Context: an optimization exercise on an open-source flow, tuned for small area and a short achievable clock period. The choices shown serve that exercise and are no tape-out recipe. The RTL was checked by simulation tests, not by an equivalence proof against the original design. Power and IR drop assume default switching activity.

==> flow/design.v (outline; a module is shown in full before it is edited, if it fits) <==
// module FA: 10 lines
// module HA: 9 lines
// module PPG: 7 lines
// module NSP: 9 lines
// module NSN: 9 lines
// module NSNI: 9 lines
// module DEC: 12 lines
// module DECO: 8 lines
// module OLO: 8 lines
// module ND2: 7 lines
// module ND2B: 7 lines
// module NR2: 7 lines
// module INV: 6 lines
// module OHI: 7 lines
// module RES7: 7 lines
// module MAC_R0: 182 lines
// module MAC_R1: 216 lines
// module MAC_R2: 224 lines
// module MAC_R3: 219 lines
// module MAC_R4: 218 lines
// module MAC_R5: 221 lines
// module MAC_R6: 221 lines
// module MAC_R7: 221 lines
// module PE_R0: 62 lines
// module PE_R1: 64 lines
// module PE_R2: 64 lines
// module PE_R3: 64 lines
// module PE_R4: 64 lines
// module PE_R5: 64 lines
// module PE_R6: 64 lines
// module PE_R7: 64 lines
// module SystolicArrayWS: 222 lines
module SystolicArrayWS #(
    parameter ARR_WIDTH  = 8,
    parameter ARR_HEIGHT = 8,
    parameter WORD_WIDTH = 8
) (
    input clk,
    input reset_n,
    input [1:0] control,
    input [WORD_WIDTH*ARR_WIDTH-1:0]  w_in_vec,
    input [WORD_WIDTH*ARR_HEIGHT-1:0] a_in_vec,
    output [WORD_WIDTH*4*ARR_WIDTH-1:0] ps_out_vec
);
  // ...
==> flow/flow/run.sh <==
#!/bin/bash
# Layout flow: the standard ORFS flow (standard.sh), with
#  - pin regions that follow the array's dataflow (io.tcl),
#  - timing repair aimed below the clock period (SETUP_SLACK_MARGIN),
#  - small port buffers (every port still gets one),
#  - other settings from settings.sh.
# Each tool's output stays in orfs/logs/; standard.sh's own output goes to standard.log.
set -euo pipefail
here=$(pwd)
source "$here/flow/settings.sh"
bash "$here/standard.sh" \
  IO_CONSTRAINTS="$here/flow/io.tcl" \
  SETUP_SLACK_MARGIN="$MARGIN" \
  BUFFER_PORTS_ARGS="-buffer_cell $PORT_BUF" \
  $EXTRA \
  finish > "$here/standard.log" 2>&1
==> flow/flow/io.tcl <==
# Pin regions that follow the array's dataflow: activations enter on the left
# (row 0 at the top), weights on the top (column 0 at the left), partial sums
# leave at the bottom (column 0 at the left), with control in the middle of
# the bottom edge, next to the output multiplexers it drives.
set block [ord::get_db_block]
set die [$block getDieArea]
set dbu [$block getDbUnitsPerMicron]
set w [expr {double([$die xMax] - [$die xMin]) / $dbu}]
set h [expr {double([$die yMax] - [$die yMin]) / $dbu}]
set m 4.0

proc seg {len n k m} {
  set step [expr {($len - 2 * $m) / $n}]
  set lo [expr {$m + $k * $step}]
  set hi [expr {$lo + $step}]
  return [list [format %.2f $lo] [format %.2f $hi]]
}

for {set c 0} {$c < 8} {incr c} {
  set pins {}
  for {set b 0} {$b < 32} {incr b} { lappend pins "ps_out_vec\[[expr {32 * $c + $b}]\]" }
  lassign [seg $w 8 $c $m] lo hi
  set_io_pin_constraint -pin_names $pins -region bottom:$lo-$hi

  set pins {}
  for {set b 0} {$b < 8} {incr b} { lappend pins "w_in_vec\[[expr {8 * $c + $b}]\]" }
  set_io_pin_constraint -pin_names $pins -region top:$lo-$hi
}
for {set r 0} {$r < 8} {incr r} {
  set pins {}
  for {set b 0} {$b < 8} {incr b} { lappend pins "a_in_vec\[[expr {8 * $r + $b}]\]" }
  # row 0 at the top of the left edge
  lassign [seg $h 8 [expr {7 - $r}] $m] lo hi
  set_io_pin_constraint -pin_names $pins -region left:$lo-$hi
}
set mid [expr {$w / 2.0}]
set_io_pin_constraint -pin_names {control[0] control[1]} \
  -region bottom:[format %.2f [expr {$mid - 15}]]-[format %.2f [expr {$mid + 15}]]
==> flow/flow/settings.sh <==
MARGIN=5.75
PORT_BUF=sky130_fd_sc_hd__buf_2
EXTRA="CTS_CLUSTER_SIZE=30 CTS_CLUSTER_DIAMETER=100"
==> flow/standard.sh <==
#!/bin/bash
# synth_recipe.tcl (not shown) runs the flow's synth.tcl, then flattens the netlist and writes it again
# the make line also repeats each setting of config.mk as NAME=value (left out here)
make -C /OpenROAD-flow-scripts/flow DESIGN_CONFIG=/design/flow/config.mk WORK_HOME=/design/flow/orfs CLKGATE_MAP_FILE= SYNTH_SCRIPT=/design/flow/synth_recipe.tcl "${@:-finish}"
==> flow/config.mk <==
export PLATFORM = sky130hd
export DESIGN_NAME = SystolicArrayWS
export DESIGN_NICKNAME = SystolicArrayWS
export VERILOG_FILES = /design/flow/design.v
export SDC_FILE = /design/flow/constraint.sdc
export NUM_CORES = 8
export LEC_CHECK = 0
export CAP_MARGIN = 20
export CORE_MARGIN = 2
export CORE_UTILIZATION = 55
export SLEW_MARGIN = 20
export SYNTH_HIERARCHICAL = 1
export SYNTH_MINIMUM_KEEP_SIZE = 0
==> flow/constraint.sdc <==
create_clock -name core_clock -period 11.0 [get_ports {clk}]
set_input_delay 2.2000 -clock core_clock [delete_from_list [all_inputs] [get_ports {clk}]]
set_output_delay 2.2000 -clock core_clock [all_outputs]
set_load 0.01 [all_outputs]
==> flow_metrics.env, run 1 <==
export IMPL_outcome="no timing/DRC/antenna violations"
export IMPL_cts_max_level=4
export IMPL_syn_to_final_growth_pct=6.916
export IMPL_yosys_warnings=71
export IMPL_clkPwrFrac_pct=39.6
export IMPL_drv_cap=0
export IMPL_synth_compound_area_share_pct=11.03
export IMPL_cts_sinks=2360
export IMPL_grt_busiest_layer="met2"
export IMPL_gr_usage_met1_pct=33.94
export IMPL_use_met2_pct=49.35
export IMPL_placed_cells=19324
export IMPL_place_area_um2=196300
export IMPL_yosysMostFrequentCell="nor2_1"
export IMPL_drc=0
export IMPL_ctsRootBufferMaster="clkbuf_16"
export IMPL_min_period_ps=5219
export IMPL_grt_pass1_vias=138189
export IMPL_path_cells="buf_12 > nand2b_4 > and2_1 > buf_2"
export IMPL_cts_setup_buffers=0
export IMPL_worstPathArrival_ps=3020
export IMPL_drt_iter0_drc=6595
export IMPL_grt_pass1_wl_mm=746.0
export IMPL_hpwlAfterDp_mm=333.8
export IMPL_pre_cts_ws_ps=5176
export IMPL_worst_slack_ps=5781
export IMPL_synth_edf_count=0
export IMPL_synthArstFlopShare_pct=100.0
export IMPL_seq_cell_power_mw=9.02
export IMPL_rsz0062_at_grt="yes"
export IMPL_ant_nets=0
export IMPL_synth_top_family_by_area="adder cells"
export IMPL_final_setup_viol_count=0
export IMPL_fmax_mhz=191.6
export IMPL_cp_startpoint="control[1]"
export IMPL_min_from="g_row7[5].pe_unit.ps_reg[8]$_DFF_PN0_"
==> inputs of run 2 (changes only) <==
--- a/flow/design.v
+++ b/flow/design.v
@@ -80,4 +80,11 @@
 assign y = ld ? ~wn : p;
 endmodule
+module X2 (
+    input  a,
+    input  b,
+    output y
+);
+assign y = a ^ b;
+endmodule
 module ND2 (
     input  a,
--- a/flow/flow/io.tcl
+++ b/flow/flow/io.tcl
@@ -17,9 +17,16 @@
 }
 
+set span 450.0
+set x0 [expr {($w - $span) / 2.0}]
+set zeros {}
 for {set c 0} {$c < 8} {incr c} {
   set pins {}
-  for {set b 0} {$b < 32} {incr b} { lappend pins "ps_out_vec\[[expr {32 * $c + $b}]\]" }
+  for {set b 0} {$b < 19} {incr b} { lappend pins "ps_out_vec\[[expr {32 * $c + $b}]\]" }
+  for {set b 19} {$b < 32} {incr b} { lappend zeros "ps_out_vec\[[expr {32 * $c + $b}]\]" }
+  lassign [seg $span 8 $c 0] lo hi
+  set lo [format %.2f [expr {$x0 + $lo}]]
+  set hi [format %.2f [expr {$x0 + $hi}]]
+  set_io_pin_constraint -pin_names $pins -region bottom:$lo-$hi
   lassign [seg $w 8 $c $m] lo hi
-  set_io_pin_constraint -pin_names $pins -region bottom:$lo-$hi
 
   set pins {}
@@ -34,4 +41,6 @@
   set_io_pin_constraint -pin_names $pins -region left:$lo-$hi
 }
+# the outputs that are always 0 go on the right edge
+set_io_pin_constraint -pin_names $zeros -region right:*
 set mid [expr {$w / 2.0}]
 set_io_pin_constraint -pin_names {control[0] control[1]} \
==> run 2 against run 1 <==
Sequential power hardly changed. Hold slack better by 1.5 ps. Routed wire length is 0.34% lower. Combinational power hardly changed. Global-route usage hardly changed. Fmax is 0.37% higher. Critical path type unchanged. Highest routed layer unchanged.
==> flow_metrics.env, run 2 <==
export IMPL_p_per_area_nw_per_um2=78.27
export IMPL_fin_cells=19547
export IMPL_cts_sinks=2360
export IMPL_fmax_mhz=192.3
export IMPL_ir_drop_v=0.0001298
export IMPL_vias=118543
export IMPL_grt_total_usage_pct=26.64
export IMPL_avgSynthCellArea_um2=13.08
export IMPL_start_util_pct=55.14
export IMPL_cp_max_fo=21
export IMPL_start_kind="primary input"
export IMPL_worstReg2RegEnd="g_row0[1].pe_unit.ps_reg[14]$_DFF_PN0_"
export IMPL_synth_area_um2=188700
export IMPL_vias_per_cell=6.065
export IMPL_grt_max_degree=201
export IMPL_synth_ff_type="dfrtp_1"
export IMPL_cp_required_ps=8800
export IMPL_yosys_top_cells_count="4224 x nor2_1, 3888 x fa_1, 1336 x a22o_1, 1336 x dfrtp_1, 1024 x dfstp_2"
export IMPL_internal_power_mw=11.47
export IMPL_cts_hold_buf=0
export IMPL_yosysTopAreaCell="fa_1"
export IMPL_synthArstFlopShare_pct=100.0
export IMPL_fin_skew_ps=49.16
export IMPL_drc=0
export IMPL_worst_slack_ps=5800
export IMPL_crit_reg2reg_launch="g_row0[1].pe_unit.an_reg[5]$_DFF_PN1_"
export IMPL_cts_buffer_depth=4
export IMPL_grt_pass1_wl_mm=748.5
export IMPL_cts_tree="yes"
export IMPL_antenna_found_initial=1
export IMPL_min_from="g_row7[0].pe_unit.ps_reg[10]$_DFF_PN0_"
export IMPL_worstPathArrival_ps=3000
export IMPL_final_cell_mix="4224 x nor2_1, 3888 x fa_1, 1336 x a22o_1, 1336 x dfrtp_1, 1024 x dfstp_2"
export IMPL_worstMarginPinSlew_ps=1166
export IMPL_whs_ps=509.2
export IMPL_yosys_warnings=71
export IMPL_final_setup_viol_count=0
export IMPL_rsz0062_at_grt="no"
export IMPL_power_switching_mw=4.267
export IMPL_layout_drive_gt1_share_pct=10.84
export IMPL_fp_row_count=215
export IMPL_synthCells=14421
export IMPL_synth_edf_count=0
export IMPL_pre_cts_ws_ps=5165
export IMPL_place_area_um2=196300
export IMPL_cp_startpoint="control[1]"
export IMPL_wirelength_mm=444.9
export IMPL_min_path_type="flop to flop"
export IMPL_fp_dieH_um=589.7
export IMPL_first_pass_iters=6
export IMPL_core_area_um2=342200
export IMPL_synth_top_area_share_pct=41.25
export IMPL_cts_setup_buffers=0
export IMPL_mostFrequentLayoutCell="nor2_1"
export IMPL_drv_slew=0
export IMPL_reg2reg_slack_ps=5940
export IMPL_clkTransAtPathRegs_ps=90
export IMPL_drv_cap=0
export IMPL_syn_to_final_growth_pct=6.580
export IMPL_combPwrFrac_pct=4.8
export IMPL_pin_count=388
export IMPL_synth_top_cells_by_area="fa_1 41%, dfrtp_1 18%, dfstp_2 14%"
export IMPL_ys_ff_latch=2360
export IMPL_p_leak_nw=100.5
export IMPL_cts_max_level=3
export IMPL_fin_nets=19678
export IMPL_seq_area_frac_synth_pct=31.98
export IMPL_cts_buffers_inserted=125
export IMPL_place_congestion=0.8711
export IMPL_relSlewSlack_pct=22.24
export IMPL_ant_nets=0
export IMPL_crit_type="primary input to output port"
export IMPL_min_period_ps=5200
export IMPL_grt_pass1_vias=137852
export IMPL_dieArea_um2=347700
export IMPL_drt_iter0_drc=7152
export IMPL_crit_path_end_kind="output port"
export IMPL_port_buffers=283
export IMPL_r2r_cells=12
export IMPL_yosysUniqueCellTypes=35
export IMPL_hold_violations=0
export IMPL_clk_latency_ps=970
export IMPL_placed_cells=19310
export IMPL_post_route_period_util_pct=47.27
export IMPL_grt_overflow=0
export IMPL_wl_per_cell_um=22.76
export IMPL_cp_endpoint="ps_out_vec[240]"
export IMPL_yosysMostFrequentCell="nor2_1"
export IMPL_p_seq_share_pct=57.3
export IMPL_fillers=27787
export IMPL_dieWidth_um=589.7
export IMPL_ctsRootBufferMaster="clkbuf_16"
export IMPL_clkPwrFrac_pct=37.9
export IMPL_hpwlAfterDp_mm=330.7
export IMPL_stdcell_area_um2=201100
export IMPL_switching_share_pct=27.11
export IMPL_outcome="no timing/DRC/antenna violations"
-- run 2: cell counts after synthesis --
Identical to the previous run, type by type.
-- run 2: metal layers --
layer	share of wire [%]	routed length, um	global-route usage (%)	vias up
met3	2.6	11500	1.601	600
met2	56	249900	49.23	2367
met5	0	0	0	-
li1	-	-	-	49881
met1	39	172800	34.39	65695
met4	2.4	10710	6.552	0
-- run 2: worst min path at each step --
stage                                             end  slack (ps)  cells after the start
6_report       g_row7[0].pe_unit.ps_reg[10]$_DFF_PN0_         510                      1
3_5_place_dp    g_row7[7].pe_unit.ps_reg[8]$_DFF_PN0_         490                      1
5_1_grt        g_row7[2].pe_unit.ps_reg[10]$_DFF_PN0_         530                      1
2_1_floorplan   g_row7[0].pe_unit.ps_reg[8]$_DFF_PN0_         450                      1
4_1_cts        g_row3[6].pe_unit.ps_reg[17]$_DFF_PN0_         520                      1
3_3_place_gp   g_row5[0].pe_unit.ps_reg[17]$_DFF_PN0_         490                      1
-- run 2: worst max-delay path: stages --
cell and delay [ps]:
buf_12 170, nand2b_2 290, and2_1 200, buf_2 130
-- run 2: area by class of cell --
type | instances | area [um^2] | area share [%]
sequential | 2360 | 60340 | 30.01
inverter | 144 | 540.5 | 0.2688
clock inverter | 93 | 1363 | 0.6776
clock buffer | 140 | 3247 | 1.615
antenna | 2 | 5.005 | 0.002489
tap | 4557 | 5702 | 2.835
timing repair buffer | 342 | 2380 | 1.183
multi-input combinational | 11909 | 127500 | 63.41
-- run 2: power groups by stage --
stage | sequential [mW] | combinational, mW | clock (mW)
2_1_floorplan | 9.07 | 0.451 | 0
3_3_place_gp | 9.17 | 0.732 | 0
3_5_place_dp | 9.17 | 0.758 | 0
4_1_cts | 9.02 | 0.765 | 6.19
5_1_grt | 9.04 | 0.850 | 6.48
6_report | 9.02 | 0.750 | 5.97
-- run 2: cells by family after synthesis --
family | count (synthesis) | share of synthesized area [%]
other cells | 1 | 0.001988
flops | 2360 | 31.98
xor+xnor | 56 | 0.2600
buf+inv | 256 | 0.7215
simple gates | 4636 | 9.601
fa+ha+maj | 4664 | 46.40
compound gates | 2448 | 11.04
-- run 2: timing repair --
action,in CTS,in global routing
hold endpoints to repair,0,0
setup endpoints to repair,152,149
cloned,0,2
pin swaps,0,0
gates resized for setup,39,2
-- run 2: through the flow --
stage                     power, mW  util [%]  setup TNS [ps]
after detailed placement      9.926     57.36               0
after global routing          16.37     58.77               0
after floorplan               9.520         -        -9917100
final                         15.74     58.77               0
after global placement        9.899     57.36               0
after CTS                     15.97     58.75               0
-- run 2: per-module statistics from Yosys (local to each module, per instance), a selection --
module / cells / flip-flops and latches / copies in the design
SystolicArrayWS: 105 / 0 / 1
DEC: 4 / 0 / 1
FA: 1 / 0 / 3888
DECO: 2 / 0 / 8
NSNI: 3 / 0 / 128
NSN: 1 / 0 / 896
NSP: 1 / 0 / 1336
OHI: 1 / 0 / 88
ND2B: 1 / 0 / 64

static timing again, ports no longer ideal:
No port has a modelled driver above. Below, the same layouts with a new extraction and two added sets of constraints.
Step 1, drivers: a clkbuf_16 drives clk and a buf_2 each remaining input, both assumed.
Step 2 times the ports against the registers' clock, not the clock port: input delays grow and output delays shrink by t, the midpoint of the rising clock arrivals with the driver on.
a / b / c = ideal ports / drivers / drivers and shift; a / b = the first two.
| run | shift t [ns] | setup WS [ns] | hold slack, ns |
|---|---|---|---|
| run 1 | 0.976 | 5.781 / 5.720 / 5.688 | 0.508 / 0.508 / 0.508 |
| run 2 | 1.055 | 5.800 / 5.685 / 5.685 | 0.509 / 0.509 / 0.509 |
After both steps every run listed still meets setup and hold. The setup slack of run 2, which loses most, moves by -0.115 ns with the drivers and by -0.115 ns with both steps.
